Context: an optimization exercise on an open-source flow, tuned for small area. The choices shown serve that exercise and are no tape-out recipe.
At most, simulation tests tie the RTL to the original design; equivalence was not proved.
Only the layout flow was run in run 2; the RTL was not checked for function there.
Power is estimated from default activity; no workload was simulated.

===== standard.sh =====
#!/bin/bash
# synth_recipe.tcl (not shown) runs the flow's synth.tcl, then flattens the netlist and writes it again
# the make line also repeats each setting of config.mk as NAME=value (left out here)
make -C /OpenROAD-flow-scripts/flow DESIGN_CONFIG=/design/flow/config.mk WORK_HOME=/design/flow/orfs CLKGATE_MAP_FILE= SYNTH_SCRIPT=/design/flow/synth_recipe.tcl "${@:-finish}"

===== design.v =====
module filt(
	input clk,
	input rst,
	input in_n,
	output out
	);
	reg [3:0] q;
	wire [3:0] c = q ^ 4'b0011;
	wire x = c[3] | c[2] | ~(c[1] | c[0]);
	assign out = c[3] & c[2] & c[1];
	always @(posedge clk)
		if (rst | in_n) q <= 4'b0011;
		else q <= {c[2:0], x} ^ 4'b0011;
endmodule
module mv #(parameter FWD = 1, parameter [11:0] OFF = 12'd220) (
	input clk,
	input rst,
	input go,
	input [1:0] sc,
	input [1:0] old_ph,
	input boundary,
	output reg [1:0] ph,
	output reg done
	);
	reg [6:0] counter;
	reg [11:0] mysteps;
	wire lt = (sc == 2'd3) ? (mysteps != 12'hfff) :
	          (sc == 2'd1) ? (mysteps < 12'd188) :
	          (sc == 2'd2) ? (mysteps < OFF) : 1'b0;
	wire step = go && !boundary && !done && lt;
	always @(posedge clk) begin
		if (rst) counter <= 0;
		else if (step) counter <= counter + 7'd1;
	end
	always @(posedge clk) done <= go && (boundary || done || !lt);
	always @(posedge clk) begin
		if (!go) begin
			mysteps <= 0;
			ph <= old_ph;
		end
		else if (step && &counter) begin
			mysteps <= mysteps + 12'd1;
			ph <= FWD ? {ph[0], ~ph[1]} : {~ph[0], ph[1]};
		end
	end
endmodule
module mc #(parameter [11:0] OFF = 12'd220) (
	input clk,
	input rst,
	input go,
	input dir,
	input [1:0] sc,
	input b1,
	input b2,
	output [3:0] state,
	output reg done
	);
	reg [1:0] myph;
	reg [1:0] oph;
	reg gf, gb;
	wire en = gf | gb;  
	wire [1:0] phf, phb;
	wire df, db;
	assign state = en ? {~oph[0], ~oph[1], oph[0], oph[1]} : 4'b0000;
	always @(posedge clk) begin
		if (rst) begin
			myph <= 0;
			gf <= 0;
			gb <= 0;
		end
		else begin
			if (go) begin
				if (!dir) begin
					gf <= 1;
					myph <= phf;
				end
				else begin
					gb <= 1;
					myph <= phb;
				end
			end
			else begin
				gf <= 0;
				gb <= 0;
			end
		end
	end
	always @(posedge clk) done <= dir ? db : df;
	always @(posedge clk) if (go) oph <= myph;
	mv #(.FWD(1), .OFF(OFF)) f(.clk(clk), .rst(rst), .go(gf), .sc(sc), .old_ph(myph),
		.boundary(b1), .ph(phf), .done(df));
	mv #(.FWD(0), .OFF(OFF)) b(.clk(clk), .rst(rst), .go(gb), .sc(sc), .old_ph(myph),
		.boundary(b2), .ph(phb), .done(db));
endmodule
module Main(
	input CLOCK_50,
	input rst,
	input [3:0] KEY,
	input [5:0] SW,
	input [9:0] SENSOR_N,
	input [3:0] BOUNDARY_N,
	input UART_RXD,
	output UART_TXD,
	output [3:0] MOTOR_MAIN,
	output [3:0] MOTOR_MAGNET,
	output MAGNET_N,
	output [10:0] DISPLAY
	);
	wire clk = CLOCK_50;
	reg [3:0] posKEY;
	reg [3:0] edgeKEY;
	integer i;
	always @(posedge clk) begin
		if (rst) begin
			posKEY <= 4'b0000;
			edgeKEY <= 4'b0000;
		end
		else begin
			for (i = 0; i < 4; i = i + 1) begin
				if (!KEY[i] & !edgeKEY[i]) begin
					posKEY[i] <= 1;
					edgeKEY[i] <= 1;
				end
				else if (KEY[i]) edgeKEY[i] <= 0;
				else posKEY[i] <= 0;
			end
		end
	end
	wire [9:0] sensorData;
	wire [3:0] bnd;  
	genvar g;
	generate
		for (g = 0; g < 10; g = g + 1) begin : sf
			filt u(.clk(clk), .rst(rst), .in_n(SENSOR_N[g]), .out(sensorData[g]));
		end
		for (g = 0; g < 4; g = g + 1) begin : bf
			filt u(.clk(clk), .rst(rst), .in_n(BOUNDARY_N[g]), .out(bnd[g]));
		end
	endgenerate
	reg [12:0] racc;
	reg rtick;
	always @(posedge clk)
		if (rst) {rtick, racc} <= 14'd0;
		else {rtick, racc} <= {1'b0, racc} + 14'd151;
	reg [1:0] RxD_sync_inv;
	reg [1:0] RxD_cnt_inv;
	reg RxD_bit_inv;
	always @(posedge clk)
		if (rst) RxD_sync_inv <= 2'b00;
		else if (rtick) RxD_sync_inv <= {RxD_sync_inv[0], ~UART_RXD};
	always @(posedge clk)
		if (rst) begin
			RxD_cnt_inv <= 2'b00;
			RxD_bit_inv <= 1'b0;
		end
		else if (rtick) begin
			if (RxD_sync_inv[1] && RxD_cnt_inv != 2'b11) RxD_cnt_inv <= RxD_cnt_inv + 2'h1;
			else if (~RxD_sync_inv[1] && RxD_cnt_inv != 2'b00) RxD_cnt_inv <= RxD_cnt_inv - 2'h1;
			if (RxD_cnt_inv == 2'b00) RxD_bit_inv <= 1'b0;
			else if (RxD_cnt_inv == 2'b11) RxD_bit_inv <= 1'b1;
		end
	reg [3:0] rstate;
	reg [3:0] bit_spacing;
	wire next_bit = (bit_spacing == 4'd10);
	wire frame_end = rtick && next_bit && rstate == 4'b0001;
	always @(posedge clk)
		if (rst) bit_spacing <= 4'b0000;
		else if (rstate == 0) bit_spacing <= (bit_spacing[3] && bit_spacing[2:0] != 3'd6 && bit_spacing[2:0] != 3'd7) ? bit_spacing + 4'd1 : 4'd0;
		else if (frame_end) bit_spacing <= RxD_bit_inv ? 4'd0 : 4'd11;
		else if (rtick) bit_spacing <= {bit_spacing[2:0] + 4'b0001} | {bit_spacing[3], 3'b000};
	always @(posedge clk)
		if (rst) rstate <= 4'b0000;
		else if (rtick)
			case (rstate)
				4'b0000: if (RxD_bit_inv) rstate <= 4'b1000;
				4'b1000: if (next_bit) rstate <= 4'b1001;
				4'b1001: if (next_bit) rstate <= 4'b1010;
				4'b1010: if (next_bit) rstate <= 4'b1011;
				4'b1011: if (next_bit) rstate <= 4'b1100;
				4'b1100: if (next_bit) rstate <= 4'b1101;
				4'b1101: if (next_bit) rstate <= 4'b1110;
				4'b1110: if (next_bit) rstate <= 4'b1111;
				4'b1111: if (next_bit) rstate <= 4'b0001;
				4'b0001: if (next_bit) rstate <= 4'b0000;
				default: rstate <= 4'b0000;
			endcase
	reg [7:0] rdata;
	always @(posedge clk)
		if (rtick && next_bit && rstate[3]) rdata <= {~RxD_bit_inv, rdata[7:1]};
	wire cv = (rstate == 0) && (bit_spacing == 4'd13 || bit_spacing == 4'd14);
	wire [1:0] top = rdata[7:6];
	wire [5:0] lo = rdata[5:0];
	wire c00 = cv & (top == 2'b00);
	wire c10 = cv & (top == 2'b10);
	wire c11 = cv & (top == 2'b11);
	wire mv_cmd = c00 & (lo[2:0] == 3'b000);
	wire [7:0] direction = mv_cmd ? (8'd1 << lo[5:3]) : 8'd0;
	wire cmd_reset = c00 & (lo == 6'b111111);
	wire cmd_hoff = c00 & (lo == 6'b111001);
	wire magnet_on = cv & (top == 2'b01) & lo[5];
	wire magnet_off = cv & (top == 2'b01) & ~lo[5];
	wire want_scan = c10 & (lo == 6'b111111);
	wire black_to_play = c10 & (lo == 6'b100001);
	wire white_to_play = c10 & (lo == 6'b100010);
	wire draw_offer = c10 & (lo[5:2] == 4'b1010);
	wire black_wins = c10 & (lo == 6'b000001);
	wire white_wins = c10 & (lo == 6'b000010);
	wire draw_game = c10 & (lo == 6'b000011);
	wire normal_wait = c11 & (lo == 6'b000000);
	wire player_must_jump = c11 & (lo == 6'b000001);
	wire more_jumps_available = c11 & (lo == 6'b000010);
	wire unrecoverable_error = c11 & (lo == 6'b111111);
	wire did_not_move = c11 & (lo == 6'b000011);
	reg magnet;
	assign MAGNET_N = magnet;
	always @(posedge clk)
		if (rst) magnet <= 1;
		else if (magnet_on) magnet <= 0;
		else if (magnet_off) magnet <= 1;
	reg black_play, white_play, draw_offered, black_win, white_win, draw;
	reg normal, must_jump, more_jumps, error, no_move;
	assign DISPLAY = {no_move, draw_offered, error, more_jumps, must_jump, normal,
	                  draw, white_win, black_win, white_play, black_play};
	always @(posedge clk) begin
		if (rst) begin
			black_play <= 0;
			white_play <= 0;
			draw_offered <= 0;
			black_win <= 0;
			white_win <= 0;
			draw <= 0;
			normal <= 0;
			must_jump <= 0;
			more_jumps <= 0;
			error <= 0;
			no_move <= 0;
		end
		else begin
			if (black_to_play) begin
				black_play <= 1;
				white_play <= 0;
			end
			if (white_to_play) begin
				black_play <= 0;
				white_play <= 1;
			end
			if (draw_offer) draw_offered <= 1;
			if (posKEY[1]) begin
				black_win <= 0;
				white_win <= 0;
				draw <= 0;
				draw_offered <= 0;
			end
			else begin
				if (black_wins) black_win <= 1;
				else if (white_wins) white_win <= 1;
				else if (draw_game) draw <= 1;
			end
			if (posKEY[0]) begin
				normal <= 0;
				must_jump <= 0;
				more_jumps <= 0;
				error <= 0;
				no_move <= 0;
				draw_offered <= 0;
			end
			else begin
				if (normal_wait) normal <= 1;
				if (player_must_jump) must_jump <= 1;
				if (more_jumps_available) more_jumps <= 1;
				if (unrecoverable_error) error <= 1;
				if (did_not_move) no_move <= 1;
			end
		end
	end
	wire scan_offset_move, scan_move;
	reg movement_done, reset_done, offset_done;
	reg go_main, go_magnet;
	reg [1:0] steps_main, steps_magnet;  
	reg dir_main, dir_magnet;
	reg resetting, offsetting;
	wire done_main, done_magnet;
	always @(posedge clk) begin
		if (rst) begin
			movement_done <= 0;
			reset_done <= 0;
			offset_done <= 0;
			go_main <= 0;
			go_magnet <= 0;
			dir_main <= 0;
			dir_magnet <= 0;
			resetting <= 0;
			offsetting <= 0;
		end
		else begin
			if (resetting) reset_done <= (done_main && done_magnet);
			else if (offsetting) offset_done <= done_magnet;
			else if (go_main && go_magnet) movement_done <= (done_main && done_magnet);
			else if (go_main) movement_done <= done_main;
			else if (go_magnet) movement_done <= done_magnet;
			if (!go_main && !go_magnet) begin
				movement_done <= 0;
				reset_done <= 0;
				offset_done <= 0;
			end
			if (movement_done || reset_done || offset_done) begin
				go_main <= 0;
				go_magnet <= 0;
				resetting <= 0;
				offsetting <= 0;
			end
			else if (cmd_reset) begin
				go_main <= 1;
				go_magnet <= 1;
				dir_main <= 0;
				dir_magnet <= 0;
				resetting <= 1;
			end
			else if (scan_offset_move) begin
				go_main <= 1;
				dir_main <= 1;
			end
			else if (scan_move) begin
				go_main <= 1;
				dir_main <= 1;
			end
			else if (cmd_hoff) begin
				go_magnet <= 1;
				dir_magnet <= 1;
				offsetting <= 1;
			end
			else if (direction[0]) begin  
				go_main <= 1;
				dir_main <= 0;
			end
			else if (direction[4]) begin  
				go_main <= 1;
				dir_main <= 1;
			end
			else if (direction[6]) begin  
				go_magnet <= 1;
				dir_magnet <= 0;
			end
			else if (direction[2]) begin  
				go_magnet <= 1;
				dir_magnet <= 1;
			end
			else if (direction[7]) begin  
				go_main <= 1;
				go_magnet <= 1;
				dir_main <= 0;
				dir_magnet <= 0;
			end
			else if (direction[5]) begin  
				go_main <= 1;
				go_magnet <= 1;
				dir_main <= 1;
				dir_magnet <= 0;
			end
			else if (direction[3]) begin  
				go_main <= 1;
				go_magnet <= 1;
				dir_main <= 1;
				dir_magnet <= 1;
			end
			else if (direction[1]) begin  
				go_main <= 1;
				go_magnet <= 1;
				dir_main <= 0;
				dir_magnet <= 1;
			end
		end
	end
	always @(posedge clk) begin
		if (!(movement_done || reset_done || offset_done)) begin
			if (cmd_reset) begin
				steps_main <= 2'd3;
				steps_magnet <= 2'd3;
			end
			else if (scan_offset_move) steps_main <= 2'd2;
			else if (scan_move) steps_main <= 2'd1;
			else if (cmd_hoff) steps_magnet <= 2'd2;
			else if (direction[0] | direction[4]) steps_main <= 2'd1;
			else if (direction[6] | direction[2]) steps_magnet <= 2'd1;
			else if (direction[7] | direction[5] | direction[3] | direction[1]) begin
				steps_main <= 2'd1;
				steps_magnet <= 2'd1;
			end
		end
	end
	mc #(.OFF(12'd220)) mainMotor(.clk(clk), .rst(rst), .go(go_main), .dir(dir_main),
		.sc(steps_main), .b1(bnd[1]), .b2(bnd[0]), .state(MOTOR_MAIN), .done(done_main));
	mc #(.OFF(12'd83)) magnetMotor(.clk(clk), .rst(rst), .go(go_magnet), .dir(dir_magnet),
		.sc(steps_magnet), .b1(bnd[3]), .b2(bnd[2]), .state(MOTOR_MAGNET), .done(done_magnet));
	reg scanning;
	reg [3:0] position;  
	reg begun_move, sending_move;
	reg sent_left, sent_right, sent_move;
	reg sending_scan_left, sending_scan_right;
	reg [4:0] pieces;
	reg scan_offset_move_r, scan_move_r;
	assign scan_offset_move = scan_offset_move_r;
	assign scan_move = scan_move_r;
	wire TxD_busy;
	always @(posedge clk) begin
		if (rst) begin
			scanning <= 0;
			begun_move <= 0;
			sending_move <= 0;
			sent_left <= 0;
			sent_right <= 0;
			sent_move <= 0;
			sending_scan_left <= 0;
			sending_scan_right <= 0;
			scan_offset_move_r <= 0;
			scan_move_r <= 0;
		end
		else begin
			if (scan_move_r) scan_move_r <= 0;
			if (scan_offset_move_r) scan_offset_move_r <= 0;
			if (begun_move) begin
				if (movement_done) begin
					begun_move <= 0;
					sending_move <= 1;
				end
			end
			else if (TxD_busy) begin
				if (sending_move) begin
					sending_move <= 0;
					sent_move <= 1;
				end
				else if (sending_scan_left) begin
					sending_scan_left <= 0;
					sent_left <= 1;
				end
				else if (sending_scan_right) begin
					sending_scan_right <= 0;
					sent_right <= 1;
				end
			end
			else if (want_scan) begin
				scanning <= 1;
			end
			else if (scanning) begin
				if (position == 0) begin
					scan_offset_move_r <= 1;
					begun_move <= 1;
				end
				else if (sent_move) begin
					sent_move <= 0;
					sending_scan_left <= 1;
				end
				else if (sent_left) begin
					sent_left <= 0;
					sending_scan_right <= 1;
				end
				else if (sent_right) begin
					sent_right <= 0;
					if (position == 4'd10) scanning <= 0;
					else begin
						scan_move_r <= 1;
						begun_move <= 1;
					end
				end
			end
		end
	end
	always @(posedge clk) begin
		if (begun_move) ;
		else if (TxD_busy) begin
			if (sending_move) position <= position + 4'd1;
		end
		else if (want_scan) position <= 4'd0;
		else if (scanning && position != 0) begin
			if (sent_move) pieces <= sensorData[4:0];
			else if (sent_left) pieces <= sensorData[9:5];
		end
	end
	reg data_start;
	wire ev = posKEY[0] | posKEY[3] | posKEY[2] | reset_done | offset_done |
	          movement_done | sending_scan_left | sending_scan_right | posKEY[1];
	always @(posedge clk)
		if (rst) data_start <= 0;
		else data_start <= ev;
	reg [7:0] dataStream;
	always @*
		if (posKEY[0]) dataStream = 8'b00000000;
		else if (posKEY[3]) dataStream = 8'b00010000;
		else if (posKEY[2]) dataStream = 8'b00100000;
		else if (reset_done) dataStream = 8'b01111111;
		else if (offset_done) dataStream = 8'b01111001;
		else if (movement_done) dataStream = {2'b01, rdata[5:3], 3'b000};
		else if (sending_scan_left) dataStream = {3'b101, pieces};
		else if (sending_scan_right) dataStream = {3'b100, pieces};
		else dataStream = {2'b11, SW[5:3], SW[2:0]};
	reg [15:0] tacc;
	reg ttick;
	reg [3:0] tstate;
	wire TxD_ready = (tstate == 0);
	assign TxD_busy = ~TxD_ready;
	always @(posedge clk)
		if (rst) {ttick, tacc} <= 17'd0;
		else if (TxD_busy) {ttick, tacc} <= {1'b0, tacc} + 17'd151;
	wire tnext0 = (TxD_ready & ~data_start) |
	              (ttick & (tstate == 4'b0011 | (tstate[3:2] == 2'b01 & tstate[1:0] != 2'b00)));
	reg [7:0] TxD_dataReg;
	always @(posedge clk)
		if (tnext0 & ev) TxD_dataReg <= dataStream;
	always @(posedge clk)
		if (rst) tstate <= 4'b0000;
		else
			case (tstate)
				4'b0000: if (data_start) tstate <= 4'b0001;
				4'b0001: if (ttick) tstate <= 4'b0100;
				4'b0100: if (ttick) tstate <= 4'b1000;
				4'b1000: if (ttick) tstate <= 4'b1001;
				4'b1001: if (ttick) tstate <= 4'b1010;
				4'b1010: if (ttick) tstate <= 4'b1011;
				4'b1011: if (ttick) tstate <= 4'b1100;
				4'b1100: if (ttick) tstate <= 4'b1101;
				4'b1101: if (ttick) tstate <= 4'b1110;
				4'b1110: if (ttick) tstate <= 4'b1111;
				4'b1111: if (ttick) tstate <= 4'b0010;
				4'b0010: if (ttick) tstate <= 4'b0011;
				4'b0011: if (ttick) tstate <= 4'b0000;
				default: if (ttick) tstate <= 4'b0000;
			endcase
	wire muxbit = TxD_dataReg[tstate[2:0]];
	reg TxD;
	assign UART_TXD = TxD;
	always @(posedge clk)
		if (rst) TxD <= 1'b1;
		else TxD <= (tstate < 4) | (tstate[3] & muxbit);
endmodule

===== config.mk =====
export PLATFORM = sky130hd
export DESIGN_NAME = Main
export DESIGN_NICKNAME = Main
export VERILOG_FILES = /design/flow/design.v
export SDC_FILE = /design/flow/constraint.sdc
export NUM_CORES = 4
export LEC_CHECK = 0
export CAP_MARGIN = 20
export CORE_MARGIN = 2
export CORE_UTILIZATION = 65
export SLEW_MARGIN = 20

===== flow/run.sh =====
#!/bin/bash
# Own layout flow: the standard synthesis, then the combinational logic is
# re-mapped by ABC with an area-oriented script (flip-flops are kept as they are,
# same cells and names), then the standard layout from floorplan on, with
# port buffers of the smallest buffer and a clock tree of small buffers without
# dummy loads.
set -euo pipefail
HERE=$(pwd)
R=$HERE/orfs/results/${FLOW_PLATFORM}/Main/base
LIB=$FLOW_HOME/platforms/${FLOW_PLATFORM}/lib/sky130_fd_sc_hd__tt_025C_1v80.lib
YOSYS=$FLOW_HOME/../tools/install/yosys/bin/yosys
export BUFFER_PORTS_ARGS="-buffer_cell sky130_fd_sc_hd__buf_1"
export CTS_ARGS="$(cat $HERE/flow/cts_args.txt)"

bash standard.sh synth > standard_synth.log 2>&1
cp $R/1_2_yosys.v $HERE/std_1_2_yosys.v

cat > $HERE/remap.ys <<EOY
read_liberty -ignore_miss_func $LIB
read_verilog $HERE/std_1_2_yosys.v
hierarchy -top ${FLOW_TOP}
setattr -mod -set keep_hierarchy 1 sky130_fd_sc_hd__*df* sky130_fd_sc_hd__*dl* sky130_fd_sc_hd__conb_1
flatten
rename -hide w:_*_.*
select ${FLOW_TOP}
opt_clean
abc -liberty $LIB -dont_use sky130_fd_sc_hd__probe_p_8 -dont_use sky130_fd_sc_hd__probec_p_8 -dont_use sky130_fd_sc_hd__lpflow_bleeder_1 -dont_use sky130_fd_sc_hd__lpflow_clkbufkapwr_1 -dont_use sky130_fd_sc_hd__lpflow_clkbufkapwr_16 -dont_use sky130_fd_sc_hd__lpflow_clkbufkapwr_2 -dont_use sky130_fd_sc_hd__lpflow_clkbufkapwr_4 -dont_use sky130_fd_sc_hd__lpflow_clkbufkapwr_8 -dont_use sky130_fd_sc_hd__lpflow_clkinvkapwr_1 -dont_use sky130_fd_sc_hd__lpflow_clkinvkapwr_16 -dont_use sky130_fd_sc_hd__lpflow_clkinvkapwr_2 -dont_use sky130_fd_sc_hd__lpflow_clkinvkapwr_4 -dont_use sky130_fd_sc_hd__lpflow_clkinvkapwr_8 -dont_use sky130_fd_sc_hd__lpflow_decapkapwr_12 -dont_use sky130_fd_sc_hd__lpflow_decapkapwr_3 -dont_use sky130_fd_sc_hd__lpflow_decapkapwr_4 -dont_use sky130_fd_sc_hd__lpflow_decapkapwr_6 -dont_use sky130_fd_sc_hd__lpflow_decapkapwr_8 -dont_use sky130_fd_sc_hd__lpflow_inputiso0n_1 -dont_use sky130_fd_sc_hd__lpflow_inputiso0p_1 -dont_use sky130_fd_sc_hd__lpflow_inputiso1n_1 -dont_use sky130_fd_sc_hd__lpflow_inputiso1p_1 -dont_use sky130_fd_sc_hd__lpflow_inputisolatch_1 -dont_use sky130_fd_sc_hd__lpflow_isobufsrc_1 -dont_use sky130_fd_sc_hd__lpflow_isobufsrc_16 -dont_use sky130_fd_sc_hd__lpflow_isobufsrc_2 -dont_use sky130_fd_sc_hd__lpflow_isobufsrc_4 -dont_use sky130_fd_sc_hd__lpflow_isobufsrc_8 -dont_use sky130_fd_sc_hd__lpflow_isobufsrckapwr_16 -dont_use sky130_fd_sc_hd__lpflow_lsbuf_lh_hl_isowell_tap_1 -dont_use sky130_fd_sc_hd__lpflow_lsbuf_lh_hl_isowell_tap_2 -dont_use sky130_fd_sc_hd__lpflow_lsbuf_lh_hl_isowell_tap_4 -dont_use sky130_fd_sc_hd__lpflow_lsbuf_lh_isowell_4 -dont_use sky130_fd_sc_hd__lpflow_lsbuf_lh_isowell_tap_1 -dont_use sky130_fd_sc_hd__lpflow_lsbuf_lh_isowell_tap_2 -dont_use sky130_fd_sc_hd__lpflow_lsbuf_lh_isowell_tap_4  -script +$(cat $HERE/flow/abc_script.txt)
opt_clean
hilomap -singleton -hicell sky130_fd_sc_hd__conb_1 HI -locell sky130_fd_sc_hd__conb_1 LO
insbuf -buf sky130_fd_sc_hd__buf_4 A X
opt_clean -purge
rename -enumerate -pattern rm_%_
stat -liberty $LIB
write_verilog -noattr -nohex -nodec -selected $HERE/remap_1_2_yosys.v
EOY
$YOSYS -s $HERE/remap.ys > remap.log 2>&1
cp $HERE/remap_1_2_yosys.v $R/1_2_yosys.v
rm -f $R/1_synth.odb $R/1_synth.sdc
bash standard.sh > standard.log 2>&1

===== flow/abc_script.txt =====
strash;&get,-n;&fraig,-x;&put;dc2;dc2;dc2;strash;&get,-n;&dch,-f;&nf,-R,1000;&put

===== constraint.sdc =====
create_clock -name core_clock -period 20.0 [get_ports {CLOCK_50}]
set_input_delay 4.0000 -clock core_clock [delete_from_list [all_inputs] [get_ports {CLOCK_50}]]
set_output_delay 4.0000 -clock core_clock [all_outputs]
set_load 0.01 [all_outputs]

===== flow/cts_args.txt =====
-sink_clustering_enable -repair_clock_nets -dont_use_dummy_load -buf_list sky130_fd_sc_hd__clkbuf_4 -sink_clustering_size 10 -sink_clustering_max_diameter 50

==> results of run 1 <==
-- state kept, by name (all words and copies together) (netlist names), 4 cells and up --
| signal | cells |
|---|---|
| sf.u.q | 40 |
| mainMotor.f.counter | 7 |
| tstate | 4 |
| bf.u.q | 16 |
| magnetMotor.f.counter | 7 |
| rdata | 8 |
| tacc | 16 |
| posKEY | 4 |
| mainMotor.b.mysteps | 12 |
| rstate | 4 |
| magnetMotor.b.mysteps | 12 |
| edgeKEY | 4 |
| magnetMotor.b.counter | 7 |
| magnetMotor.f.mysteps | 12 |
| mainMotor.f.mysteps | 12 |
| pieces | 5 |
| mainMotor.b.counter | 7 |
| racc | 13 |
| TxD_dataReg | 8 |
| position | 4 |
| bit_spacing | 4 |
-- stage by stage --
stage	total power, mW	cells	utilization (%)	worst slack (ns)
floorplan	0.610	1102	-	15.04
global placement	0.622	1357	68.5	14.03
detailed placement	0.624	1357	68.5	14.03
CTS	0.865	1391	70.2	14.08
global route	0.893	1392	70.2	13.89
finish	0.854	1392	70.2	14.13
-- per-layer routing --
metal / routed length, um / global-route usage [%] / part of all wire [%]
met1: 9560 / 32.0 / 49
met2: 8710 / 36.8 / 45
met3: 788 / 4.23 / 4.0
met4: 509 / 8.95 / 2.6
met5: 0 / 0 / 0
-- layout make-up --
| type | instances | area, um^2 |
|---|---|---|
| tap | 216 | 270 |
| sequential | 276 | 5940 |
| fill | 1282 | 4720 |
| timing repair buffer | 50 | 203 |
| antenna | 1 | 2.50 |
| multi-input combinational | 796 | 4370 |
| clock buffer | 34 | 255 |
| inverter | 19 | 71.3 |
-- worst max-delay path, delay by kind of cell, from the launching register on --
family / cells / cell delay (ns)
buffers and inverters: 1 / 0.16
DFF: 1 / 0.80
and+or+nand+nor: 2 / 0.34
-- power by group through the flow --
| stage | logic [mW] | clock network, mW | registers [mW] |
|---|---|---|---|
| finish | 0.0316 | 0.243 | 0.579 |
| global route | 0.0366 | 0.275 | 0.581 |
| global placement | 0.0308 | 0 | 0.592 |
| floorplan | 0.0196 | 0 | 0.590 |
| CTS | 0.0318 | 0.254 | 0.579 |
| detailed placement | 0.0318 | 0 | 0.592 |
-- path summary, 6_finish.rpt --
| check | depth (start not counted) | start | to |
|---|---|---|---|
| hold / removal | 1 | sf[9].u.q[0] | sf[9].u.q[1] |
| setup reg to reg | 18 | steps_magnet[1] | magnetMotor.f.mysteps[10] |
| hold reg to reg | 1 | sf[9].u.q[0] | sf[9].u.q[1] |
| setup / recovery | 3 | magnetMotor.gb | MOTOR_MAGNET[1] |
==> impl_metrics.prom, run 1 <==
# TYPE chip_impl_metric gauge
chip_impl_metric{name="floorplan.die.height",unit="um"} 131
chip_impl_metric{name="post_synth_inst_count",unit=""} 1102
chip_impl_metric{name="ioPinCount",unit=""} 48
chip_impl_metric{name="detailroute.via_count",unit=""} 8091
chip_impl_metric{name="effective_utilization_at_floorplan",unit="%"} 66.0
chip_impl_metric{name="syn_area",unit="um^2"} 10500
chip_impl_metric{name="drt-initial-drc-count",unit=""} 451
chip_impl_info{name="setup.worst_path.end_class",value="output pin"} 1
chip_impl_metric{name="post_cts.repair.setup_buffers",unit=""} 0
chip_impl_metric{name="critical_path_peak_fanout",unit=""} 21
chip_impl_metric{name="num_rows",unit=""} 46
chip_impl_metric{name="post_route_cells_drive_above_1_share",unit="%"} 3.40
chip_impl_metric{name="dp_hpwl",unit="mm"} 13.3
chip_impl_metric{name="report.final.slew_viol_count",unit=""} 0
chip_impl_info{name="holdCritPathClass",value="reg2reg"} 1
chip_impl_metric{name="ctsHtreeMaxLevel",unit=""} 2
chip_impl_metric{name="grt_overflow",unit=""} 0
chip_impl_info{name="worst-setup-path-type",value="reg2out"} 1
chip_impl_metric{name="fraction_of_power_spent_switching_nets",unit="%"} 22.3
chip_impl_metric{name="core",unit="um^2"} 15800
chip_impl_metric{name="timing.final.crit_share",unit="%"} 29.4
chip_impl_info{name="mostFrequentLayoutCell",value="sky130_fd_sc_hd__dfxtp_1"} 1
chip_impl_info{name="leading_cell_types_in_the_layout_fill_and_taps_excluded",value="sky130_fd_sc_hd__dfxtp_1 (235), sky130_fd_sc_hd__nor2_1 (155), sky130_fd_sc_hd__a21oi_1 (108), sky130_fd_sc_hd__nor3_1 (82), sky130_fd_sc_hd__nand2_1 (72)"} 1
chip_impl_metric{name="die_x",unit="um"} 131
chip_impl_metric{name="power.sequential.fraction",unit="%"} 67.8
chip_impl_info{name="rsz0062_at_grt",value="false"} 1
chip_impl_metric{name="final_nets",unit=""} 1204
chip_impl_metric{name="detailedRoute.firstPassIterationCount",unit=""} 4
chip_impl_metric{name="antenna_found_initial",unit=""} 1
chip_impl_metric{name="area_delta_synth_final",unit="%"} 6.26
chip_impl_info{name="timing.critical_path.slowest_stage_cell",value="sky130_fd_sc_hd__dfxtp_1"} 1
chip_impl_metric{name="fin_area",unit="um^2"} 11100
chip_impl_metric{name="crit_arrival",unit="ns"} 1.87
chip_impl_info{name="critical_path.cell_chain",value="nor2_1 > nor2b_1 > buf_1"} 1
chip_impl_info{name="worst_setup_path_start_kind",value="flop"} 1
chip_impl_metric{name="vias_per_cell",unit=""} 5.81
chip_impl_metric{name="clock_latency",unit="ns"} 0.60
chip_impl_metric{name="grt_start_max_net_pins",unit=""} 102
chip_impl_metric{name="detailed_place.area",unit="um^2"} 10800
chip_impl_metric{name="groute.usage.overall",unit="%"} 23.2
chip_impl_metric{name="worst_setup_hold_path_clk_slew",unit="ns"} 0.10
chip_impl_metric{name="setup_tns",unit="ns"} 0
chip_impl_info{name="clockRootBuffer",value="sky130_fd_sc_hd__clkbuf_4"} 1
chip_impl_metric{name="ys_warn_count",unit=""} 8
chip_impl_metric{name="timing.final.hold_violations",unit=""} 0
chip_impl_metric{name="finalSetupViolations",unit=""} 0
chip_impl_metric{name="worst_slew_pin_slew",unit="ns"} 0.989
chip_impl_metric{name="first_pass_grt_wire_length",unit="mm"} 32.6
chip_impl_metric{name="cts_resized",unit=""} 0
chip_impl_metric{name="max-vdd-ir-drop",unit="V"} 0.0000655
chip_impl_metric{name="max_capacitance_violation_total",unit=""} 0
chip_impl_metric{name="worst_path_required",unit="ns"} 16.00
chip_impl_metric{name="p_leak",unit="nW"} 3.88
chip_impl_metric{name="placement.io_buffers",unit=""} 47
chip_impl_metric{name="comb_power_share",unit="%"} 3.7
chip_impl_metric{name="max-clock-path-buffers",unit=""} 3
chip_impl_metric{name="clock_skew",unit="ns"} 0.0528
chip_impl_metric{name="reg2reg_slack",unit="ns"} 16.12
chip_impl_metric{name="power_per_cell_area",unit="nW/um^2"} 76.9
chip_impl_metric{name="min_period",unit="ns"} 5.87
chip_impl_metric{name="synth.avg_cell_area",unit="um^2"} 9.48
chip_impl_metric{name="wl_per_cell",unit="um"} 14.1
chip_impl_metric{name="timing.critical_path.slowest_cell_delay",unit="ns"} 0.80
chip_impl_metric{name="cts-hold-fix-buffers",unit=""} 0
chip_impl_metric{name="worst_hold_slack",unit="ns"} 0.447
chip_impl_metric{name="total_switching_power",unit="uW"} 190
chip_impl_metric{name="postSynthNetCount",unit=""} 1129
chip_impl_metric{name="clock.fmax",unit="MHz"} 170
chip_impl_metric{name="tritoncts.num_buffers",unit=""} 34
chip_impl_metric{name="route.antenna.remaining_nets",unit=""} 0
chip_impl_metric{name="power.internal",unit="uW"} 664
chip_impl_info{name="status",value="complete, no violations"} 1
chip_impl_info{name="cts_tree",value="yes"} 1
chip_impl_metric{name="routed_wirelength",unit="mm"} 19.6
chip_impl_metric{name="maxSlewHeadroom",unit="%"} 33.5
chip_impl_metric{name="cts_num_sinks",unit=""} 276
chip_impl_metric{name="die_area",unit="um^2"} 17100
chip_impl_metric{name="drc_errors",unit=""} 0
chip_impl_metric{name="first_global_vias",unit=""} 7185
chip_impl_metric{name="globalplace.congestion",unit=""} 0.801
chip_impl_metric{name="clock_power_share",unit="%"} 28.5
==> run 2, diff against run 1 <==
--- a/design.v
+++ b/design.v
@@ -159,35 +159,20 @@
 			if (RxD_cnt_inv == 2'b00) RxD_bit_inv <= 1'b0;
 			else if (RxD_cnt_inv == 2'b11) RxD_bit_inv <= 1'b1;
 		end
-	reg [3:0] rstate;
-	reg [3:0] bit_spacing;
-	wire next_bit = (bit_spacing == 4'd10);
-	wire frame_end = rtick && next_bit && rstate == 4'b0001;
+	reg [6:0] rt;
+	wire in_frame = (rt <= 7'd74);
+	wire sample = rtick && in_frame && (rt[2:0] == 3'd2) && (rt[6:3] != 4'd0);
 	always @(posedge clk)
-		if (rst) bit_spacing <= 4'b0000;
-		else if (rstate == 0) bit_spacing <= (bit_spacing[3] && bit_spacing[2:0] != 3'd6 && bit_spacing[2:0] != 3'd7) ? bit_spacing + 4'd1 : 4'd0;
-		else if (frame_end) bit_spacing <= RxD_bit_inv ? 4'd0 : 4'd11;
-		else if (rtick) bit_spacing <= {bit_spacing[2:0] + 4'b0001} | {bit_spacing[3], 3'b000};
-	always @(posedge clk)
-		if (rst) rstate <= 4'b0000;
-		else if (rtick)
-			case (rstate)
-				4'b0000: if (RxD_bit_inv) rstate <= 4'b1000;
-				4'b1000: if (next_bit) rstate <= 4'b1001;
-				4'b1001: if (next_bit) rstate <= 4'b1010;
-				4'b1010: if (next_bit) rstate <= 4'b1011;
-				4'b1011: if (next_bit) rstate <= 4'b1100;
-				4'b1100: if (next_bit) rstate <= 4'b1101;
-				4'b1101: if (next_bit) rstate <= 4'b1110;
-				4'b1110: if (next_bit) rstate <= 4'b1111;
-				4'b1111: if (next_bit) rstate <= 4'b0001;
-				4'b0001: if (next_bit) rstate <= 4'b0000;
-				default: rstate <= 4'b0000;
-			endcase
+		if (rst) rt <= 7'd79;
+		else if (rt == 7'd79) begin
+			if (rtick && RxD_bit_inv) rt <= 7'd0;
+		end
+		else if (rt >= 7'd75) rt <= rt + 7'd1;
+		else if (rtick) rt <= (rt == 7'd74 && RxD_bit_inv) ? 7'd79 : rt + 7'd1;
 	reg [7:0] rdata;
 	always @(posedge clk)
-		if (rtick && next_bit && rstate[3]) rdata <= {~RxD_bit_inv, rdata[7:1]};
-	wire cv = (rstate == 0) && (bit_spacing == 4'd13 || bit_spacing == 4'd14);
+		if (sample && rt != 7'd74) rdata <= {~RxD_bit_inv, rdata[7:1]};
+	wire cv = (rt == 7'd77) || (rt == 7'd78);
 	wire [1:0] top = rdata[7:6];
 	wire [5:0] lo = rdata[5:0];
 	wire c00 = cv & (top == 2'b00);
==> run 2 against run 1 <==
  * Sequential share of layout area is 0.56 points higher
  * Synthesized cell count decreased by 2.9%
  * Global-route usage about the same
  * Register-to-register slack gained 0.03 ns
  * Routed wire length decreased by 1.4%
  * Cell count down 2.6%
  * Die area down 1.1%
  * First-iteration DRC count up 20%
  * Sequential cell count down 1
  * Critical path type unchanged
  * Largest cell class unchanged
  * Highest routed layer unchanged
==> impl_metrics.prom, run 2 <==
# TYPE chip_impl_metric gauge
chip_impl_info{name="status",value="complete, no violations"} 1
chip_impl_info{name="holdCritPathClass",value="reg2reg"} 1
chip_impl_metric{name="routed_wirelength",unit="mm"} 19.3
chip_impl_metric{name="max-clock-path-buffers",unit=""} 3
chip_impl_metric{name="worst_setup_hold_path_clk_slew",unit="ns"} 0.10
chip_impl_info{name="mostFrequentLayoutCell",value="sky130_fd_sc_hd__dfxtp_1"} 1
chip_impl_info{name="clockRootBuffer",value="sky130_fd_sc_hd__clkbuf_4"} 1
chip_impl_metric{name="fraction_of_power_spent_switching_nets",unit="%"} 24.5
chip_impl_info{name="rsz0062_at_grt",value="false"} 1
chip_impl_info{name="max_flop_register",value="sf.u.q"} 1
chip_impl_metric{name="first_pass_grt_wire_length",unit="mm"} 32.7
chip_impl_metric{name="grt_start_max_net_pins",unit=""} 99
chip_impl_metric{name="antenna_found_initial",unit=""} 1
chip_impl_metric{name="globalplace.congestion",unit=""} 0.836
chip_impl_metric{name="clock_latency",unit="ns"} 0.72
chip_impl_metric{name="floorplan.die.height",unit="um"} 130
chip_impl_metric{name="worst_path_required",unit="ns"} 16.00
chip_impl_metric{name="die_x",unit="um"} 130
chip_impl_metric{name="largest_reg_flops",unit=""} 40
chip_impl_metric{name="detailroute.via_count",unit=""} 7956
chip_impl_metric{name="dp_hpwl",unit="mm"} 13.1
chip_impl_info{name="path_delay_family",value="flip-flops"} 1
chip_impl_metric{name="setup_tns",unit="ns"} 0
chip_impl_metric{name="max-vdd-ir-drop",unit="V"} 0.0000535
chip_impl_metric{name="power.sequential.fraction",unit="%"} 66.0
chip_impl_metric{name="placement.io_buffers",unit=""} 47
chip_impl_metric{name="postSynthNetCount",unit=""} 1097
chip_impl_info{name="cts_tree",value="yes"} 1
chip_impl_metric{name="num_rows",unit=""} 46
chip_impl_metric{name="wl_per_cell",unit="um"} 14.2
chip_impl_metric{name="post_route_cells_drive_above_1_share",unit="%"} 3.16
chip_impl_metric{name="maxSlewHeadroom",unit="%"} 37.7
chip_impl_metric{name="core",unit="um^2"} 15700
chip_impl_metric{name="first_global_vias",unit=""} 7214
chip_impl_metric{name="timing.critical_path.slowest_cell_delay",unit="ns"} 0.77
chip_impl_metric{name="min_period",unit="ns"} 5.96
chip_impl_metric{name="comb_power_share",unit="%"} 7.9
chip_impl_metric{name="route.antenna.remaining_nets",unit=""} 0
chip_impl_metric{name="groute.usage.overall",unit="%"} 23.2
chip_impl_metric{name="report.final.slew_viol_count",unit=""} 0
chip_impl_metric{name="worst_slew_pin_slew",unit="ns"} 0.934
chip_impl_metric{name="clock.fmax",unit="MHz"} 168
chip_impl_metric{name="drt-initial-drc-count",unit=""} 539
chip_impl_metric{name="timing.final.crit_share",unit="%"} 29.8
chip_impl_metric{name="clock_skew",unit="ns"} 0.0665
chip_impl_metric{name="grt_overflow",unit=""} 0
chip_impl_metric{name="final_nets",unit=""} 1168
chip_impl_metric{name="reg2reg_slack",unit="ns"} 16.15
chip_impl_metric{name="clock_power_share",unit="%"} 26.0
chip_impl_metric{name="syn_area",unit="um^2"} 10300
chip_impl_metric{name="cp_num_buf_inv",unit=""} 1
chip_impl_metric{name="max_capacitance_violation_total",unit=""} 0
chip_impl_info{name="critical_path.cell_chain",value="nor2_1 > nor2b_1 > buf_1"} 1
chip_impl_info{name="setup.worst_path.end_class",value="output pin"} 1
chip_impl_metric{name="critical_path_peak_fanout",unit=""} 21
chip_impl_metric{name="area_delta_synth_final",unit="%"} 6.04
chip_impl_metric{name="detailedRoute.firstPassIterationCount",unit=""} 5
chip_impl_metric{name="worst_hold_slack",unit="ns"} 0.433
chip_impl_metric{name="synth.avg_cell_area",unit="um^2"} 9.65
chip_impl_metric{name="regArea",unit="um^2"} 5920
chip_impl_metric{name="power_per_cell_area",unit="nW/um^2"} 82.1
chip_impl_metric{name="die_area",unit="um^2"} 16900
chip_impl_metric{name="tritoncts.num_buffers",unit=""} 31
chip_impl_metric{name="fin_util",unit="%"} 69.7
chip_impl_metric{name="crit_arrival",unit="ns"} 1.96
chip_impl_info{name="worst_setup_path_start_kind",value="flop"} 1
chip_impl_info{name="worst-setup-path-type",value="reg2out"} 1
chip_impl_metric{name="cts-hold-fix-buffers",unit=""} 0
chip_impl_metric{name="p_leak",unit="nW"} 3.89
chip_impl_metric{name="ctsHtreeMaxLevel",unit=""} 1
chip_impl_metric{name="vias_per_cell",unit=""} 5.87
chip_impl_metric{name="post_cts.repair.setup_buffers",unit=""} 0
chip_impl_metric{name="ys_warn_count",unit=""} 8
chip_impl_metric{name="total_switching_power",unit="uW"} 220
chip_impl_metric{name="preCtsSetupSlack",unit="ns"} 13.89
chip_impl_metric{name="ioPinCount",unit=""} 48
chip_impl_metric{name="drc_errors",unit=""} 0
chip_impl_metric{name="place_inst",unit=""} 1324
chip_impl_metric{name="finalSetupViolations",unit=""} 0
chip_impl_metric{name="fillerInstances",unit=""} 1293
chip_impl_metric{name="timing.final.hold_violations",unit=""} 0
chip_impl_metric{name="post_synth_inst_count",unit=""} 1070
chip_impl_metric{name="multi_input_comb_area",unit="um^2"} 4270
chip_impl_metric{name="final_critical_path_setup_slack",unit="ns"} 14.04
chip_impl_metric{name="fin_cells",unit=""} 1356
chip_impl_metric{name="effective_utilization_at_floorplan",unit="%"} 65.7
chip_impl_info{name="timing.critical_path.slowest_stage_cell",value="sky130_fd_sc_hd__dfxtp_1"} 1
chip_impl_info{name="leading_cell_types_in_the_layout_fill_and_taps_excluded",value="sky130_fd_sc_hd__dfxtp_1 (234), sky130_fd_sc_hd__nor2_1 (148), sky130_fd_sc_hd__a21oi_1 (118), sky130_fd_sc_hd__nor3_1 (88), sky130_fd_sc_hd__nand2_1 (48)"} 1
chip_impl_metric{name="cts_num_sinks",unit=""} 275
chip_impl_metric{name="power.internal",unit="uW"} 679
chip_impl_metric{name="cts_resized",unit=""} 0
[run 2: cell count changes in the layout (fill, tap and decap cells not counted), sizes merged, moves of 7 or more]
cell | before | now
a21oi | 108 | 118
nand3 | 30 | 20
o21ai | 34 | 41
nand2 | 72 | 48
a31oi | 19 | 11
and3 | 31 | 40
nor2 | 155 | 148
o21bai | 13 | 6
[run 2: per-layer routing]
layer	global-route usage [%]	share of wire [%]	wire length, um
met1	32.2	47	9120
met5	0	0	0
met2	37.6	45	8660
met4	5.69	2.0	392
met3	4.88	5.8	1120
[run 2: power groups by stage]
stage | Clock (mW) | Combinational [mW] | Sequential [mW]
6_report | 0.234 | 0.0715 | 0.594
2_1_floorplan | 0 | 0.0520 | 0.602
4_1_cts | 0.241 | 0.0711 | 0.594
3_5_place_dp | 0 | 0.0707 | 0.606
3_3_place_gp | 0 | 0.0691 | 0.606
5_1_grt | 0.262 | 0.0818 | 0.597
[run 2: metrics by stage]
| step | instance area, um^2 | total power, mW |
|---|---|---|
| floorplan | 10300 | 0.654 |
| global placement | 10700 | 0.675 |
| detailed placement | 10700 | 0.677 |
| CTS | 11000 | 0.906 |
| global route | 11000 | 0.941 |
| finish | 11000 | 0.899 |
[run 2: path summary, 6_finish.rpt]
| check | startpoint | endpoint | cells after the start |
|---|---|---|---|
| worst max-delay path | magnetMotor.gb | MOTOR_MAGNET[0] | 3 |
| worst min-delay path | racc[12] | rtick | 2 |
| worst min register to register | racc[12] | rtick | 2 |
| worst max register to register | magnetMotor.b.mysteps[0] | magnetMotor.b.mysteps[10] | 15 |
[run 2: layout make-up]
type                            instances  area share (%)
Inverter                               18           0.617
Antenna cell                            1          0.0228
Timing Repair Buffer                   49            1.78
Clock buffer                           31            2.12
Sequential cell                       275            54.0
Multi-Input combinational cell        766            39.0
Tap cell                              216            2.47
[run 2: worst register-to-register path: stages (launching register included)]
cell,delay (ns)
sky130_fd_sc_hd__dfxtp_1,0.38
sky130_fd_sc_hd__a211oi_1,0.28
sky130_fd_sc_hd__nor2b_1,0.07
sky130_fd_sc_hd__o21ai_0,0.23
sky130_fd_sc_hd__a31oi_1,0.13
sky130_fd_sc_hd__o22a_1,0.24
sky130_fd_sc_hd__nor3_1,0.34
sky130_fd_sc_hd__and3_1,0.27
sky130_fd_sc_hd__and3_1,0.26
sky130_fd_sc_hd__and3_1,0.24
sky130_fd_sc_hd__and3_1,0.30
sky130_fd_sc_hd__and3_1,0.27
sky130_fd_sc_hd__and3_1,0.28
sky130_fd_sc_hd__and3_1,0.27
sky130_fd_sc_hd__nand2_1,0.09
sky130_fd_sc_hd__mux2i_1,0.12
==> run 3, diff against run 2 <==
--- a/design.v
+++ b/design.v
@@ -383,9 +383,11 @@
 	reg sent_left, sent_right, sent_move;
 	reg sending_scan_left, sending_scan_right;
 	reg [4:0] pieces;
-	reg scan_offset_move_r, scan_move_r;
-	assign scan_offset_move = scan_offset_move_r;
-	assign scan_move = scan_move_r;
+	reg begun_d;
+	always @(posedge clk) begun_d <= begun_move;
+	wire begun_first = begun_move & ~begun_d;
+	assign scan_offset_move = begun_first & (position == 4'd0);
+	assign scan_move = begun_first & (position != 4'd0);
 	wire TxD_busy;
 	always @(posedge clk) begin
 		if (rst) begin
@@ -397,12 +399,8 @@
 			sent_move <= 0;
 			sending_scan_left <= 0;
 			sending_scan_right <= 0;
-			scan_offset_move_r <= 0;
-			scan_move_r <= 0;
 		end
 		else begin
-			if (scan_move_r) scan_move_r <= 0;
-			if (scan_offset_move_r) scan_offset_move_r <= 0;
 			if (begun_move) begin
 				if (movement_done) begin
 					begun_move <= 0;
@@ -428,7 +426,6 @@
 			end
 			else if (scanning) begin
 				if (position == 0) begin
-					scan_offset_move_r <= 1;
 					begun_move <= 1;
 				end
 				else if (sent_move) begin
@@ -443,7 +440,6 @@
 					sent_right <= 0;
 					if (position == 4'd10) scanning <= 0;
 					else begin
-						scan_move_r <= 1;
 						begun_move <= 1;
 					end
 				end
@@ -481,39 +477,25 @@
 	reg [15:0] tacc;
 	reg ttick;
 	reg [3:0] tstate;
-	wire TxD_ready = (tstate == 0);
+	wire TxD_ready = (tstate == 4'd5);
 	assign TxD_busy = ~TxD_ready;
 	always @(posedge clk)
 		if (rst) {ttick, tacc} <= 17'd0;
 		else if (TxD_busy) {ttick, tacc} <= {1'b0, tacc} + 17'd151;
-	wire tnext0 = (TxD_ready & ~data_start) |
-	              (ttick & (tstate == 4'b0011 | (tstate[3:2] == 2'b01 & tstate[1:0] != 2'b00)));
+	wire tnext0 = (TxD_ready & ~data_start) | (ttick & tstate == 4'd1);
 	reg [7:0] TxD_dataReg;
 	always @(posedge clk)
 		if (tnext0 & ev) TxD_dataReg <= dataStream;
 	always @(posedge clk)
-		if (rst) tstate <= 4'b0000;
-		else
-			case (tstate)
-				4'b0000: if (data_start) tstate <= 4'b0001;
-				4'b0001: if (ttick) tstate <= 4'b0100;
-				4'b0100: if (ttick) tstate <= 4'b1000;
-				4'b1000: if (ttick) tstate <= 4'b1001;
-				4'b1001: if (ttick) tstate <= 4'b1010;
-				4'b1010: if (ttick) tstate <= 4'b1011;
-				4'b1011: if (ttick) tstate <= 4'b1100;
-				4'b1100: if (ttick) tstate <= 4'b1101;
-				4'b1101: if (ttick) tstate <= 4'b1110;
-				4'b1110: if (ttick) tstate <= 4'b1111;
-				4'b1111: if (ttick) tstate <= 4'b0010;
-				4'b0010: if (ttick) tstate <= 4'b0011;
-				4'b0011: if (ttick) tstate <= 4'b0000;
-				default: if (ttick) tstate <= 4'b0000;
-			endcase
+		if (rst) tstate <= 4'd5;
+		else if (TxD_ready) begin
+			if (data_start) tstate <= 4'd6;
+		end
+		else if (ttick) tstate <= (tstate == 4'd1) ? 4'd5 : tstate + 4'd1;
 	wire muxbit = TxD_dataReg[tstate[2:0]];
 	reg TxD;
 	assign UART_TXD = TxD;
 	always @(posedge clk)
 		if (rst) TxD <= 1'b1;
-		else TxD <= (tstate < 4) | (tstate[3] & muxbit);
+		else TxD <= tstate[3] ? muxbit : (tstate != 4'd7);
 endmodule
==> flow/cts_args.txt (replaced) <==
-sink_clustering_enable -repair_clock_nets -dont_use_dummy_load -buf_list sky130_fd_sc_hd__clkbuf_8 -sink_clustering_size 16 -sink_clustering_max_diameter 50
==> run 3 against run 2 <==
  * Synthesized area shrank 0.57%
  * Synthesized cell count increased by 1.4%
  * Clock skew down 0.031 ns
  * Worst hold slack worse by 0.016 ns
  * Sequential cell count down 1
  * Setup slack gained 0.15 ns
  * Register-to-register slack worse by 0.26 ns
  * Critical path depth is the same
  * Critical path type unchanged
  * Count of clock-buffer cells in the layout shrank 9
  * Cell area is 0.10% lower
  * Clock power up 11%
  * Total power grew 3.7%
==> impl_metrics.prom, run 3 <==
# TYPE chip_impl_metric gauge
chip_impl_info{name="status",value="complete, no violations"} 1
chip_impl_metric{name="area_delta_synth_final",unit="%"} 6.54
chip_impl_metric{name="wl_per_cell",unit="um"} 13.7
chip_impl_metric{name="vias_per_cell",unit=""} 5.79
chip_impl_metric{name="comb_power_share",unit="%"} 8.6
chip_impl_metric{name="detailroute.via_count",unit=""} 7844
chip_impl_metric{name="worst_slew_pin_slew",unit="ns"} 0.905
chip_impl_metric{name="groute.usage.overall",unit="%"} 22.3
chip_impl_metric{name="fin_cells",unit=""} 1355
chip_impl_metric{name="first_pass_grt_wire_length",unit="mm"} 31.5
chip_impl_info{name="crit-reg2reg-capture",value="magnetMotor.b.mysteps[10]"} 1
chip_impl_info{name="critical_path.reg2reg.startpoint",value="magnetMotor.b.mysteps[0]"} 1
chip_impl_metric{name="critical_path_peak_fanout",unit=""} 21
chip_impl_metric{name="p_leak",unit="nW"} 3.83
chip_impl_info{name="worst_setup_path_start_kind",value="flop"} 1
chip_impl_metric{name="setup_tns",unit="ns"} 0
chip_impl_metric{name="preCtsSetupSlack",unit="ns"} 13.81
chip_impl_metric{name="cts_num_sinks",unit=""} 274
chip_impl_metric{name="worst-r2r-cell-count",unit=""} 17
chip_impl_metric{name="regArea",unit="um^2"} 5900
chip_impl_metric{name="post_synth_inst_count",unit=""} 1085
chip_impl_info{name="rsz0062_at_grt",value="false"} 1
chip_impl_metric{name="clock.fmax",unit="MHz"} 172
chip_impl_metric{name="first_global_vias",unit=""} 6940
chip_impl_info{name="endpoint",value="MOTOR_MAGNET[0]"} 1
chip_impl_metric{name="multi_input_comb_area",unit="um^2"} 4210
chip_impl_metric{name="detailedRoute.firstPassIterationCount",unit=""} 5
chip_impl_metric{name="maxSlewHeadroom",unit="%"} 39.1
chip_impl_metric{name="antenna-diode-count",unit=""} 0
chip_impl_info{name="timing.critical_path.slowest_stage_cell",value="sky130_fd_sc_hd__dfxtp_1"} 1
chip_impl_metric{name="max-vdd-ir-drop",unit="V"} 0.0000714
chip_impl_info{name="path_delay_family",value="flip-flops"} 1
chip_impl_metric{name="die_x",unit="um"} 130
chip_impl_metric{name="min_period",unit="ns"} 5.81
chip_impl_metric{name="worst_path_required",unit="ns"} 16.00
chip_impl_metric{name="ys_warn_count",unit=""} 8
chip_impl_metric{name="worst_setup_hold_path_clk_slew",unit="ns"} 0.10
chip_impl_metric{name="placement.io_buffers",unit=""} 47
chip_impl_metric{name="tritoncts.num_buffers",unit=""} 22
chip_impl_metric{name="timing.final.crit_share",unit="%"} 29.1
chip_impl_metric{name="globalplace.congestion",unit=""} 0.784
chip_impl_metric{name="worst_hold_slack",unit="ns"} 0.417
chip_impl_metric{name="total_switching_power",unit="uW"} 224
chip_impl_metric{name="effective_utilization_at_floorplan",unit="%"} 67.1
chip_impl_metric{name="postSynthNetCount",unit=""} 1112
chip_impl_metric{name="core",unit="um^2"} 15300
chip_impl_metric{name="crit_arrival",unit="ns"} 1.81
chip_impl_metric{name="max-clock-path-buffers",unit=""} 3
chip_impl_metric{name="final_critical_path_setup_slack",unit="ns"} 14.19
chip_impl_metric{name="post_route_cells_drive_above_1_share",unit="%"} 2.19
chip_impl_info{name="cts_tree",value="yes"} 1
chip_impl_metric{name="timing.critical_path.slowest_cell_delay",unit="ns"} 0.80
chip_impl_metric{name="timing.final.hold_violations",unit=""} 0
chip_impl_metric{name="clock_latency",unit="ns"} 0.53
chip_impl_metric{name="fillerInstances",unit=""} 1224
chip_impl_metric{name="die_area",unit="um^2"} 16800
chip_impl_metric{name="ctsHtreeMaxLevel",unit=""} 1
chip_impl_metric{name="synth.avg_cell_area",unit="um^2"} 9.47
chip_impl_metric{name="report.final.slew_viol_count",unit=""} 0
chip_impl_info{name="leading_cell_types_in_the_layout_fill_and_taps_excluded",value="sky130_fd_sc_hd__dfxtp_1 (233), sky130_fd_sc_hd__nor2_1 (164), sky130_fd_sc_hd__a21oi_1 (94), sky130_fd_sc_hd__nor3_1 (91), sky130_fd_sc_hd__o21ai_0 (58)"} 1
chip_impl_metric{name="critical_path_depth",unit=""} 3
chip_impl_info{name="cp-startpoint",value="magnetMotor.gb"} 1
chip_impl_metric{name="max_capacitance_violation_total",unit=""} 0
chip_impl_metric{name="cts-hold-fix-buffers",unit=""} 0
chip_impl_metric{name="cts_resized",unit=""} 0
chip_impl_info{name="clockRootBuffer",value="sky130_fd_sc_hd__clkbuf_8"} 1
chip_impl_metric{name="grt_overflow",unit=""} 0
chip_impl_metric{name="syn_area",unit="um^2"} 10300
chip_impl_metric{name="clock_skew",unit="ns"} 0.0351
chip_impl_metric{name="largest_reg_flops",unit=""} 40
chip_impl_info{name="critical_path.cell_chain",value="nor2_1 > nor2b_1 > buf_1"} 1
chip_impl_info{name="max_flop_register",value="sf.u.q"} 1
chip_impl_metric{name="cp_num_buf_inv",unit=""} 1
chip_impl_metric{name="power.sequential.fraction",unit="%"} 63.7
chip_impl_info{name="holdCritPathClass",value="reg2reg"} 1
chip_impl_metric{name="dp_hpwl",unit="mm"} 12.6
chip_impl_metric{name="drt-initial-drc-count",unit=""} 447
chip_impl_metric{name="ioPinCount",unit=""} 48
chip_impl_metric{name="routed_wirelength",unit="mm"} 18.6
chip_impl_metric{name="route.antenna.remaining_nets",unit=""} 0
chip_impl_info{name="setup.worst_path.end_class",value="output pin"} 1
chip_impl_metric{name="post_cts.repair.setup_buffers",unit=""} 0
chip_impl_metric{name="place_inst",unit=""} 1333
chip_impl_metric{name="power_per_cell_area",unit="nW/um^2"} 85.3
chip_impl_metric{name="final_nets",unit=""} 1173
chip_impl_metric{name="reg2reg_slack",unit="ns"} 15.89
chip_impl_metric{name="floorplan.die.height",unit="um"} 130
chip_impl_metric{name="clock_power_share",unit="%"} 27.7
chip_impl_metric{name="power.internal",unit="uW"} 709
chip_impl_metric{name="antenna_found_initial",unit=""} 0
chip_impl_info{name="mostFrequentLayoutCell",value="sky130_fd_sc_hd__dfxtp_1"} 1
chip_impl_metric{name="finalSetupViolations",unit=""} 0
chip_impl_metric{name="grt_start_max_net_pins",unit=""} 94
chip_impl_info{name="worst-setup-path-type",value="reg2out"} 1
chip_impl_metric{name="num_rows",unit=""} 45
chip_impl_metric{name="drc_errors",unit=""} 0
chip_impl_metric{name="fraction_of_power_spent_switching_nets",unit="%"} 24.0
## run 3: area by class of cell
class | count | area share (%)
flip-flops and latches | 274 | 53.9
multi-input cells | 778 | 38.5
well taps | 211 | 2.41
inverters | 22 | 0.755
repair buffers | 48 | 1.72
clock buffers | 22 | 2.77
## run 3: metal layers
| layer | GRT usage (%) | share of wire (%) | up-vias |
|---|---|---|---|
| li1 | - | - | 4067 |
| met5 | 0 | 0 | - |
| met3 | 4.10 | 4.5 | 28 |
| met4 | 5.38 | 1.7 | 0 |
| met1 | 31.7 | 49 | 3625 |
| met2 | 35.6 | 45 | 124 |
## run 3: per-stage QoR
stage          utilization (%)  cell area (um^2)  power [mW]
2_1_floorplan                -             10300       0.663
3_3_place_gp              69.5             10600       0.685
3_5_place_dp              69.5             10600       0.687
4_1_cts                   71.4             10900       0.943
5_1_grt                   71.4             10900       0.976
6_report                  71.4             10900       0.933
## run 3: worst min path at each step
| stage | startpoint | endpoint | slack, ns | depth (start not counted) |
|---|---|---|---|---|
| 3_5_place_dp | sf[0].u.q[1] | sf[0].u.q[2] | 0.42 | 1 |
| 6_report | racc[12] | rtick | 0.42 | 2 |
| 3_3_place_gp | sf[9].u.q[0] | sf[9].u.q[1] | 0.41 | 1 |
| 2_1_floorplan | sf[0].u.q[1] | sf[0].u.q[2] | 0.41 | 1 |
| 5_1_grt | racc[12] | rtick | 0.45 | 2 |
| 4_1_cts | racc[12] | rtick | 0.41 | 2 |
## run 3: worst reg2reg max path, stage by stage, from the launching register on
cell                        delay (ns)
sky130_fd_sc_hd__dfxtp_1          0.36
sky130_fd_sc_hd__and2_0           0.21
sky130_fd_sc_hd__o31ai_1          0.22
sky130_fd_sc_hd__nand3b_1         0.10
sky130_fd_sc_hd__nand3b_1         0.09
sky130_fd_sc_hd__a32oi_1          0.10
sky130_fd_sc_hd__a2111oi_0        0.53
sky130_fd_sc_hd__and3_1           0.31
sky130_fd_sc_hd__and3_1           0.27
sky130_fd_sc_hd__and3_1           0.22
sky130_fd_sc_hd__and2_0           0.20
sky130_fd_sc_hd__nand2_1          0.21
sky130_fd_sc_hd__nor3_1           0.45
sky130_fd_sc_hd__and3_1           0.26
sky130_fd_sc_hd__and2_0           0.18
sky130_fd_sc_hd__nand2_1          0.09
sky130_fd_sc_hd__nand3_1          0.08
sky130_fd_sc_hd__o21ai_0          0.08
## run 3: power by group through the flow
| stage | sequential (mW) | clock, mW | combinational, mW |
|---|---|---|---|
| floorplan | 0.603 | 0 | 0.0601 |
| global placement | 0.606 | 0 | 0.0785 |
| detailed placement | 0.607 | 0 | 0.0798 |
| CTS | 0.594 | 0.268 | 0.0803 |
| global route | 0.598 | 0.286 | 0.0926 |
| finish | 0.594 | 0.259 | 0.0800 |
==> run 4, diff against run 3 <==
==> flow/cts_args.txt (replaced) <==
-sink_clustering_enable -repair_clock_nets -dont_use_dummy_load -buf_list sky130_fd_sc_hd__clkbuf_2 -sink_clustering_size 6 -sink_clustering_max_diameter 40
==> run 4 against run 3 <==
  * Via count grew 2.2%
  * Still clean
  * Worst hold slack gained 0.026 ns
  * Critical endpoint unchanged
  * Cell count grew 2.2%
  * Clock power shrank 7.7%
==> impl_metrics.prom, run 4 <==
# TYPE chip_impl_metric gauge
chip_impl_metric{name="globalplace.congestion",unit=""} 0.784
chip_impl_metric{name="cts_resized",unit=""} 0
chip_impl_metric{name="antenna_found_initial",unit=""} 1
chip_impl_metric{name="post_synth_inst_count",unit=""} 1085
chip_impl_metric{name="effective_utilization_at_floorplan",unit="%"} 67.1
chip_impl_metric{name="preCtsSetupSlack",unit="ns"} 13.81
chip_impl_metric{name="fillerInstances",unit=""} 1253
chip_impl_metric{name="detailedRoute.firstPassIterationCount",unit=""} 4
chip_impl_metric{name="vias_per_cell",unit=""} 5.79
chip_impl_metric{name="worst_slew_pin_slew",unit="ns"} 0.904
chip_impl_metric{name="report.final.slew_viol_count",unit=""} 0
chip_impl_info{name="critical_path.cell_chain",value="nor2_1 > nor2b_1 > buf_1"} 1
chip_impl_info{name="mostFrequentLayoutCell",value="sky130_fd_sc_hd__dfxtp_1"} 1
chip_impl_metric{name="hold_path_depth",unit=""} 1
chip_impl_metric{name="ioPinCount",unit=""} 48
chip_impl_info{name="cts_tree",value="yes"} 1
chip_impl_metric{name="final_critical_path_setup_slack",unit="ns"} 13.95
chip_impl_metric{name="cp_num_buf_inv",unit=""} 1
chip_impl_metric{name="detailroute.via_count",unit=""} 8014
chip_impl_metric{name="first_pass_grt_wire_length",unit="mm"} 32.1
chip_impl_metric{name="die_area",unit="um^2"} 16800
chip_impl_info{name="max_flop_register",value="sf.u.q"} 1
chip_impl_metric{name="post_route_cells_drive_above_1_share",unit="%"} 4.60
chip_impl_metric{name="timing.final.hold_violations",unit=""} 0
chip_impl_info{name="status",value="complete, no violations"} 1
chip_impl_metric{name="reg2reg_slack",unit="ns"} 15.96
chip_impl_metric{name="timing.final.crit_share",unit="%"} 30.3
chip_impl_metric{name="clock.fmax",unit="MHz"} 165
chip_impl_metric{name="dp_hpwl",unit="mm"} 12.6
chip_impl_metric{name="place_inst",unit=""} 1333
chip_impl_metric{name="p_leak",unit="nW"} 3.89
chip_impl_info{name="worst-setup-path-type",value="reg2out"} 1
chip_impl_metric{name="synth.avg_cell_area",unit="um^2"} 9.47
chip_impl_metric{name="setup_tns",unit="ns"} 0
==> run 4: report_power, final <==
group | internal [mW] | switching, mW
clock network | 0.0661 | 0.173
logic | 0.0322 | 0.0486
registers | 0.578 | 0.0168
==> run 4: how the worst max path moves through the flow <==
stage	from	to	slack, ns	depth (start not counted)
4_1_cts	magnetMotor.gb	MOTOR_MAGNET[1]	13.88	3
3_3_place_gp	rst	dir_magnet	13.81	5
6_report	magnetMotor.gb	MOTOR_MAGNET[0]	13.95	3
2_1_floorplan	magnetMotor.gb	MOTOR_MAGNET[0]	15.07	2
5_1_grt	magnetMotor.gb	MOTOR_MAGNET[1]	13.75	3
3_5_place_dp	rst	dir_magnet	13.81	5
==> run 4: per-stage QoR <==
step,hold WS [ns],cell area [um^2]
global placement,0.415,10600
CTS,0.442,10900
global route,0.448,10900
finish,0.443,10900
detailed placement,0.421,10600
floorplan,0.406,10300
==> run 4: layout make-up <==
| cell class | instances | area, um^2 | area share, % |
|---|---|---|---|
| diodes | 1 | 2.50 | 0.0230 |
| clock buffers | 51 | 255 | 2.34 |
| inverters | 22 | 82.6 | 0.758 |
| multi-input cells | 778 | 4210 | 38.6 |
| flip-flops and latches | 274 | 5900 | 54.1 |
| well taps | 211 | 264 | 2.42 |
| repair buffers | 48 | 188 | 1.72 |
==> run 4: worst reg2reg max path, cell delays in order (launching register included) <==
cell	delay, ns
sky130_fd_sc_hd__dfxtp_1	0.35
sky130_fd_sc_hd__and2_0	0.20
sky130_fd_sc_hd__o31ai_1	0.21
sky130_fd_sc_hd__nand3b_1	0.10
sky130_fd_sc_hd__nand3b_1	0.09
sky130_fd_sc_hd__a32oi_1	0.10
sky130_fd_sc_hd__a2111oi_0	0.53
sky130_fd_sc_hd__and3_1	0.31
sky130_fd_sc_hd__and3_1	0.27
sky130_fd_sc_hd__and3_1	0.23
sky130_fd_sc_hd__and2_0	0.19
sky130_fd_sc_hd__nand2_1	0.21
sky130_fd_sc_hd__nor3_1	0.44
sky130_fd_sc_hd__and3_1	0.26
sky130_fd_sc_hd__and2_0	0.18
sky130_fd_sc_hd__nand2_1	0.09
sky130_fd_sc_hd__nand3_1	0.08
sky130_fd_sc_hd__o21ai_0	0.08
==> run 4: layer usage <==
metal	vias to the layer above	wire length [um]	GRT usage, %
li1	4131	-	-
met1	3708	9290	31.4
met2	147	8500	35.7
met3	28	921	5.45
met4	0	286	8.35
met5	-	0	0

[what the ideal ports hide]
In the flow no input, the clock included, has a driving cell. The finished layouts below were timed again as built, in two steps.
Step 1 assumes that a clkbuf_16 drives the clock port and a buf_2 every other input.
Step 2, shift: input delay + t, output delay - t, t = (earliest + latest rising clock arrival at the registers) / 2. This alone moves slack from input paths to output paths.
Three values: ideal ports, drivers, drivers and shift; two values: the first two.
| run | t, ns | setup WS [ns] | clock arrival spread, ns | worst data-port slew with drivers (ns) | pins driven straight from the clock port |
|---|---|---|---|---|---|
| run 1 | 0.619 | 14.126 / 14.085 / 14.063 | 0.053 / 0.053 | 0.07 | 1 |
| run 2 | 0.726 | 14.037 / 13.997 / 13.883 | 0.069 / 0.069 | 0.04 | 1 |
| run 3 | 0.550 | 14.188 / 14.150 / 13.808 | 0.036 / 0.035 | 0.05 | 1 |
| run 4 | 0.782 | 13.948 / 13.909 / 13.835 | 0.074 / 0.073 | 0.05 | 1 |
After both steps setup and hold are still met in every run listed. The setup slack of run 3, which loses most, moves by -0.038 ns with the drivers and by -0.380 ns with both steps.
